Background: an optimization exercise with open tools, aiming at small area and a short achievable clock period. Do not read the settings as production practice.
In this exercise RTL edits were held to simulation tests only and were not proved equivalent to the original.
No activity file was given, so power comes from the tool's default toggle rates.

==> run a: inputs <==
==> flow/design.v (excerpt) <==
module OnboardTop(
    input   [15:0]  SW,
    output  [15:0]  LED,
    input           RST,
    input           JB_TCK,
    input           JB_TMS,
    input           JB_TDI,
    output          JB_TDO,
    output          JA_1,
    output          JA_2,
    output          JA_3,
    output          JA_4,
    output          JA_5,
    output          JC_1,
    output          JC_2,
    output          JC_3,
    output          JC_4
    );
    wire TCK = JB_TCK;
    wire TMS = JB_TMS;
    wire TDI = JB_TDI;
    localparam [3:0] S_TLR   = 4'd0,  S_RTI   = 4'd1,  S_SELDR = 4'd2,  S_CAPDR = 4'd3;
    localparam [3:0] S_SHDR  = 4'd4,  S_EX1DR = 4'd5,  S_PDR   = 4'd6,  S_EX2DR = 4'd7;
    localparam [3:0] S_UPDR  = 4'd8,  S_SELIR = 4'd9,  S_CAPIR = 4'd10, S_SHIR  = 4'd11;
    localparam [3:0] S_EX1IR = 4'd12, S_PIR   = 4'd13, S_EX2IR = 4'd14, S_UPIR  = 4'd15;
    localparam [3:0] CMD_BYPASS   = 4'b1111;
    localparam [3:0] CMD_SAMPLE   = 4'b0001;
    localparam [3:0] CMD_EXTEST   = 4'b0010;
    localparam [3:0] CMD_INTEST   = 4'b0011;
    localparam [3:0] CMD_IDCODE   = 4'b0100;
    localparam [3:0] CMD_RUNBIST  = 4'b0101;
    localparam [3:0] CMD_DATALOAD = 4'b0110;
    localparam [3:0] CMD_ADDRLOAD = 4'b0111;
  ...
clock: 7.0 ns
lec_check: 0
cap_margin: 20
core_margin: 2
core_utilization: 50
cts_cluster_diameter: 80
cts_cluster_size: 30
setup_slack_margin: 3.8
slew_margin: 20
run.sh (not shown) runs the stock make flow with config.mk's settings and CLKGATE_MAP_FILE= SYNTH_SCRIPT=/design/flow/synth_recipe.tcl, a recipe that flattens the netlist after the stock synthesis.
==> run b: changes against run a <==
--- a/flow/design.v
+++ b/flow/design.v
@@ -2,17 +2,17 @@
 `timescale 1ns / 1ps
 module TMemory(
     input           clk,
     input           rst,
     input           rst_n,       
     input  [3:0]    we4,         
     input  [15:0]   hi,          
     input  [15:0]   lo,          
-    input  [15:0]   lo_n,        
+    input  [31:0]   lo_n,        
     input  [7:0]    write_data,
     input           par,
     output [7:0]    read_raw
     );
     localparam integer NWORDS = 256;
     localparam integer NINIT  = 109;
     localparam [NINIT*8-1:0] INIT = {
         256'h4C6FB3A128F532FAFDC0E5FD0017D40E5C54FB5CD49E2BF1A4931D3AC7AEA9EC,
@@ -29,39 +29,39 @@
     wire [NWORDS-1:0]   keep;        
     genvar k, j;
     generate
         for (k = 0; k < 16; k = k + 1) begin : g_whi
             assign whi[k] = hi[k] & we4[k / 4];
         end
         for (k = 0; k < NWORDS; k = k + 1) begin : g_word
             if (k < NINIT) begin : g_init
-                assign wen[k]  = (whi[k / 16] & ~lo_n[k % 16]) | rst;
+                assign wen[k]  = (whi[k / 16] & ~lo_n[(k / 128) * 16 + k % 16]) | rst;
                 assign keep[k] = ~(whi[k / 16] & lo[k % 16]) & rst_n;
                 for (j = 0; j < 8; j = j + 1) begin : g_bit
                     wire c = INIT[k*8+j] ? c_one[j] : c_zer[j];
                     always @(posedge clk)
                         MEM[k*8+j] <= ~((wen[k] | MEM[k*8+j]) & (keep[k] | c));
                 end
             end else begin : g_plain
-                assign wen[k]  = whi[k / 16] & ~lo_n[k % 16];
+                assign wen[k]  = whi[k / 16] & ~lo_n[(k / 128) * 16 + k % 16];
                 assign keep[k] = ~(whi[k / 16] & lo[k % 16]);
                 for (j = 0; j < 8; j = j + 1) begin : g_bit
                     always @(posedge clk)
                         MEM[k*8+j] <= ~((wen[k] | MEM[k*8+j]) & (keep[k] | c_wr[j]));
                 end
             end
         end
         for (j = 0; j < 8; j = j + 1) begin : g_rd
             wire [15:0] g;
             genvar i, w;
             for (i = 0; i < 16; i = i + 1) begin : g_grp
                 wire [15:0] t;
                 for (w = 0; w < 16; w = w + 1) begin : g_t
-                    assign t[w] = lo_n[w] | MEM[(16*i+w)*8+j];
+                    assign t[w] = lo_n[(i / 8) * 16 + w] | MEM[(16*i+w)*8+j];
                 end
                 assign g[i] = hi[i] & (&t);
             end
             assign read_raw[j] = |g;
         end
     endgenerate
 endmodule
 `timescale 1ns / 1ps
@@ -188,33 +188,31 @@
     reg         i_bypass;    
     reg         i_idcode;    
     reg         i_bsr;       
     reg         it;          
     reg         i_addr;      
     reg         i_dload;     
     reg         i_bist;      
     reg         bypass;
-    reg  [5:0]  idcnt;       
     reg  [8:0]  sbsr;        
     reg  [4:0]  mbsr;        
     reg  [15:0] sr;          
     reg  [15:0] maddr;       
     reg         mrst;        
     reg         ben;         
     reg         tdo_q;
     reg  [4:0]  ja_q;        
     reg         sw_sel;      
     reg  [2:0]  bs;          
     reg  [7:0]  q;           
     reg  [7:0]  rdq;         
     reg         par;         
     reg  [15:0] q_hi;        
-    reg  [15:0] q_lo;        
-    reg  [15:0] q_lo_n;      
+    reg  [31:0] q_lo_n;      
     reg  [3:0]  we4;         
     reg         mrst_n;      
     reg         lastw;       
     reg         done;
     reg  [3:0]  ref_data;
     reg  [3:0]  imp_data;
     reg  [4:0]  impact;
     reg         sig_f;       
@@ -263,29 +261,28 @@
     wire i_idcode_n = upd_ir ? (ir_src == CMD_IDCODE) : i_idcode;
     wire i_bsr_n    = upd_ir ? (ir_src == CMD_SAMPLE || ir_src == CMD_EXTEST || ir_src == CMD_INTEST) : i_bsr;
     wire it_n       = upd_ir ? (ir_src == CMD_INTEST) : it;
     wire i_addr_n   = upd_ir ? (ir_src == CMD_ADDRLOAD) : i_addr;
     wire i_dload_n  = upd_ir ? (ir_src == CMD_DATALOAD) : i_dload;
     wire rb_n       = upd_ir ? (ir_src == CMD_RUNBIST) : i_bist;
     wire i_sr     = i_addr | i_dload | i_bist;
     wire byp_n = (clk_DR && i_bypass) ? (shDR & TDI) : bypass;
-    wire [5:0] idcnt_n = !(clk_DR && i_idcode) ? idcnt :
-                         !shDR ? 6'd0 :
-                         idcnt[5] ? idcnt : idcnt + 6'd1;
-    wire id_bit_n = idcnt_n[5] | IDCODE[idcnt_n[4:0]];
     wire [8:0] sbsr_n = RST ? 9'd0 :
                         !(clk_DR && i_bsr) ? sbsr :
                         shDR ? {TDI, sbsr[8:1]} : {SW[15:11], cstate};
     wire [4:0] mbsr_n = RST ? 5'd0 :
                         (ts_n == S_UPDR) ? sbsr[8:4] : mbsr;
     wire [13:0] signature = {sig_f, sig_nl, imp_data & {4{sig_f}}, ref_data & {4{sig_f}}, sig_res};
     wire [15:0] sr_cap = i_addr ? maddr : i_bist ? {2'b00, signature} : 16'd0;
-    wire [15:0] sr_n = !(clk_DR && i_sr) ? sr :
+    wire [5:0]  id_inc = sr[5] ? sr[5:0] : sr[5:0] + 6'd1;
+    wire [15:0] sr_n = !(clk_DR && (i_sr || i_idcode)) ? sr :
+                       i_idcode ? {sr[15:6], shDR ? id_inc : 6'd0} :
                        shDR ? {TDI & ~i_bist, sr[15:1]} : sr_cap;
+    wire id_bit_n = sr_n[5] | IDCODE[sr_n[4:0]];
     wire [7:0] start_addr = maddr[15:8];
     wire [7:0] end_addr   = maddr[7:0];
     wire tdo_dr_n = i_bypass ? byp_n :
                     i_idcode ? id_bit_n :
                     i_bsr    ? sbsr_n[0] :
                     i_sr     ? sr_n[0] : 1'b0;
     wire tdo_n = ((ts_n == S_SHIR) & sir_n[0]) | ((ts_n == S_SHDR) & tdo_dr_n);
     wire [7:0] rd_raw;
@@ -328,19 +325,18 @@
                      (ts_n == S_UPDR && i_dload) ? sr[15:8] : q;
     always @(posedge TCK) begin
         bs     <= bs_n;
         impact <= impact_n;
         rdq    <= rd_raw;
         par    <= ~par;
         q    <= q_n;
         q_hi <= 16'd1 << q_n[7:4];
-        q_lo <= 16'd1 << q_n[3:0];
         we4  <= ((ts_n == S_UPDR) && i_dload) ? (4'd1 << q_n[7:6]) : 4'd0;
-        q_lo_n <= ~(16'd1 << q_n[3:0]);
+        q_lo_n <= ~(32'd1 << {q_n[7], q_n[3:0]});
         case (bs_n)
         B_ASK:  done <= past_end;
         B_GET: begin
             lastw    <= at_end;
             imp_data <= rdv[7:4];
             ref_data <= rdv[3:0];
         end
         default: ;
@@ -383,17 +379,16 @@
         i_bypass <= i_bypass_n;
         i_idcode <= i_idcode_n;
         i_bsr    <= i_bsr_n;
         it       <= it_n;
         i_addr   <= i_addr_n;
         i_dload  <= i_dload_n;
         i_bist   <= rb_n;
         bypass <= byp_n;
-        idcnt  <= idcnt_n;
         sbsr   <= sbsr_n;
         mbsr   <= mbsr_n;
         sr     <= sr_n;
         mrst   <= (ts_n == S_TLR);
         mrst_n <= (ts_n != S_TLR);
         ben    <= rb_n && (ts_n == S_RTI);
         tdo_q  <= tdo_n;
         ja_q   <= rb_n ? impact_n : it_n ? mbsr_n : 5'd0;
@@ -404,17 +399,17 @@
             maddr <= sr;
     end
     TMemory tmem1(
         .clk(TCK),
         .rst(mrst),
         .rst_n(mrst_n),
         .we4(we4),
         .hi(q_hi),
-        .lo(q_lo),
+        .lo(16'd1 << q[3:0]),
         .lo_n(q_lo_n),
         .write_data(sr[7:0]),
         .par(par),
         .read_raw(rd_raw)
     );
     wire [4:0] ja = ja_q | (SW[15:11] & {5{sw_sel}});
     assign JB_TDO = tdo_q;
     assign LED[15:12] = cstate;
==> flow/flow/run.sh (new file) <==
#!/bin/bash
# Layout flow: the standard flow (standard.sh) with one step added after
# the standard synthesis: flow/rdtree.py rebuilds the memory read tree (the
# logic feeding the rdq registers) from sky130 cells in a balanced form, and
# yosys removes the old tree. Registers, their names and cell types are those
# of the standard synthesis. Each tool writes its output to a log here.
set -euo pipefail
here=$(pwd)
R=$here/orfs/results/sky130hd/OnboardTop/base
bash standard.sh synth > synth.log 2>&1
cp $R/1_2_yosys.v standard_synth.v
python3 flow/rdtree.py standard_synth.v patched.v > rdtree.log 2>&1
YOSYS=$FLOW_HOME/../tools/install/yosys/bin/yosys
LIB=$FLOW_HOME/platforms/sky130hd/lib/sky130_fd_sc_hd__tt_025C_1v80.lib
$YOSYS -p "read_liberty -lib $LIB; read_verilog patched.v; hierarchy -top OnboardTop; opt_clean -purge; stat -liberty $LIB; write_verilog -noattr -nohex -nodec $R/1_2_yosys.v" > yosys_patch.log 2>&1
rm -f $R/1_synth.odb $R/1_synth.sdc
bash standard.sh > layout.log 2>&1
==> flow/flow/rdtree.py (new file) <==
#!/usr/bin/env python3
"""Replace the memory read tree of the synthesized netlist.

The standard synthesis maps the read tree (the logic from the memory bits and
the one-hot address registers q_hi / q_lo_n to the rdq registers' D inputs)
with mixed single-leaf and paired cells. This script builds the same function
from sky130 cells in a fixed, balanced form, per data bit j:

  for each group i of 16 words (high address nibble i):
    8 x o22ai   : !((lo_n[w] | M[w]) & (lo_n[w+1] | M[w+1]))  (pairs of words)
    2 x nor4    : AND of 8 words' (lo_n | M)
    1 x nand3   : !(q_hi[i] & both halves)        -> group result, active low
  4 x nand4 + 1 x or4 : OR over the 16 groups    -> rd[j]

and points the rdq[j] D inputs at it. The old tree is left without loads;
yosys opt_clean removes it afterwards. Registers are not touched.

usage: rdtree.py IN.v OUT.v
"""
import re, sys

src = open(sys.argv[1]).read()

def need(pat):
    if not re.search(pat, src):
        sys.exit('rdtree.py: not found in netlist: ' + pat)

for k in range(2048):
    need(r'\.Q\(\\tmem1\.MEM\[%d\] \)' % k)
for i in range(32):
    need(r'\.Q\(\\q_lo_n\[%d\] \)' % i)
for i in range(16):
    need(r'\.Q\(\\q_hi\[%d\] \)' % i)

wires, cells = [], []
cnt = [0]

def net():
    cnt[0] += 1
    n = '_rdt_n%05d_' % cnt[0]
    wires.append('  wire %s;' % n)
    return n

def cell(typ, pins):
    cnt[0] += 1
    body = ',\n'.join('    .%s(%s)' % (p, n) for p, n in pins)
    cells.append('  sky130_fd_sc_hd__%s _rdt_c%05d_ (\n%s\n  );' % (typ, cnt[0], body))

def mem(k): return '\\tmem1.MEM[%d] ' % k
def lon(i): return '\\q_lo_n[%d] ' % i
def hi(i): return '\\q_hi[%d] ' % i

rd = []
for j in range(8):
    gn = []
    for i in range(16):
        ys = []
        for p in range(8):
            w0, w1 = 2 * p, 2 * p + 1
            y = net()
            cell('o22ai_1', [('A1', lon((i // 8) * 16 + w0)), ('A2', mem((16 * i + w0) * 8 + j)),
                             ('B1', lon((i // 8) * 16 + w1)), ('B2', mem((16 * i + w1) * 8 + j)),
                             ('Y', y)])
            ys.append(y)
        a = net(); cell('nor4_1', [('A', ys[0]), ('B', ys[1]), ('C', ys[2]), ('D', ys[3]), ('Y', a)])
        b = net(); cell('nor4_1', [('A', ys[4]), ('B', ys[5]), ('C', ys[6]), ('D', ys[7]), ('Y', b)])
        g = net(); cell('nand3_1', [('A', hi(i)), ('B', a), ('C', b), ('Y', g)])
        gn.append(g)
    o = []
    for k in range(4):
        x = net()
        cell('nand4_1', [('A', gn[4*k]), ('B', gn[4*k+1]), ('C', gn[4*k+2]), ('D', gn[4*k+3]), ('Y', x)])
        o.append(x)
    r = net()
    cell('or4_1', [('A', o[0]), ('B', o[1]), ('C', o[2]), ('D', o[3]), ('X', r)])
    rd.append(r)

out = src
for j in range(8):
    pat = re.compile(r'(\\rdq\[%d\]\$_DFF_P_\s*\(\s*\.CLK\([^)]*\),\s*\.D\()([^)]*)(\))' % j)
    out, n = pat.subn(lambda m: m.group(1) + rd[j] + m.group(3), out)
    if n != 1:
        sys.exit('rdtree.py: rdq[%d] flip-flop not found' % j)

i = out.rindex('endmodule')
out = out[:i] + '\n'.join(wires) + '\n' + '\n'.join(cells) + '\n' + out[i:]
open(sys.argv[2], 'w').write(out)
print('rdtree.py: %d cells added' % len(cells))
==> flow/standard.sh (new file) <==
#!/bin/bash
# synth_recipe.tcl (not shown) runs the flow's synth.tcl, then flattens the netlist and writes it again
# the make line also repeats each setting of config.mk as NAME=value (left out here)
make -C /OpenROAD-flow-scripts/flow DESIGN_CONFIG=/design/flow/config.mk WORK_HOME=/design/flow/orfs CLKGATE_MAP_FILE= SYNTH_SCRIPT=/design/flow/synth_recipe.tcl "${@:-finish}"
==> flow/config.mk (replaced) <==
export PLATFORM = sky130hd
export DESIGN_NAME = OnboardTop
export DESIGN_NICKNAME = OnboardTop
export VERILOG_FILES = /design/flow/design.v
export SDC_FILE = /design/flow/constraint.sdc
export NUM_CORES = 8
export LEC_CHECK = 0
export ABC_AREA = 1
export CAP_MARGIN = 20
export CORE_MARGIN = 2
export CORE_UTILIZATION = 70
export CTS_CLUSTER_DIAMETER = 80
export CTS_CLUSTER_SIZE = 30
export SETUP_SLACK_MARGIN = 4.2
export SLEW_MARGIN = 20
removed: flow/run.sh
==> run notes <==
| quantity | run b | run a |
|---|---|---|
| Number of sequential storage elements | 2220 | 2226 |
| Via count of the first global-routing pass | 64300 | 65500 |
| GR Layer Usage met1 | 0.587 | 0.578 |
| Diode insertion count for antenna repair | 9 | 38 |
| Buffers inserted during post-CTS setup optimization | 22 | 14 |
| Result of the run | complete, no violations | complete, no violations |
| Critical Path Fanout Max | 2 | 28 |
| Worst-case setup margin in the final layout | 3850 ps | 3510 ps |
| Design internal power | 18.8 mW | 18.8 mW |
| Final Wtd Congestion | 0.944 | 1.02 |
| CP bufs+invs | 3 | 1 |
| Non-clock buffer share | 0.0199 | 0.0307 |
| Area of the multi-input gates | 29000 um^2 | 30000 um^2 |
| Vert. Die Dim | 332 um | 397 um |
| Capturing element type of the critical path | primary output | flip-flop |
| Sum of met3 wire segment lengths after detailed routing | 34500 um | 58900 um |
| Clock Power | 6.08 mW | 8.11 mW |
| Die area | 110000 um^2 | 157000 um^2 |
| Power Sequential | 15.8 mW | 15.4 mW |
| Count of clock-net buffers in the final layout | 90 | 118 |
| Filler Cells Inserted | 7690 | 13600 |
| Clock power share | 0.214 | 0.302 |
| Fin crit period | 3150 ps | 3490 ps |
| Final hold slack | 462 ps | 434 ps |
| Final #Nets | 7557 | 7355 |
| Lkg Pwr | 29.5 nW | 29.3 nW |
| Via Count | 70200 | 73800 |

## afterwards: timing with drivers on the ports
The flow's constraints put no driver on any port. The routed layouts listed below were extracted and timed again, unchanged, in two steps. Step 1 (the two cells are an assumption about what drives the block):
set clk [get_ports {JB_TCK}]
set_driving_cell -lib_cell sky130_fd_sc_hd__clkbuf_16 $clk
set_driving_cell -lib_cell sky130_fd_sc_hd__buf_2 [delete_from_list [all_inputs] $clk]
Step 2 also shifts input and output timing later by t, the mid clock arrival at the registers, as if the neighbouring blocks saw the same clock. Three values: ideal ports, drivers, drivers and shift; two values: the first two.
run	t, ns	slack for setup (ns)	worst setup path after step 2	clock arrival spread, ns	worst data-port slew with drivers (ns)
run a	0.904	3.510 / 3.510 / 3.079	input to register	0.070 / 0.069	0.06
run b	0.803	3.848 / 3.785 / 3.489	input to register	0.047 / 0.047	0.07
After both steps every run listed still meets setup and hold. The setup slack of run a, which loses most, moves by 0.000 ns with the drivers and by -0.431 ns with both steps.
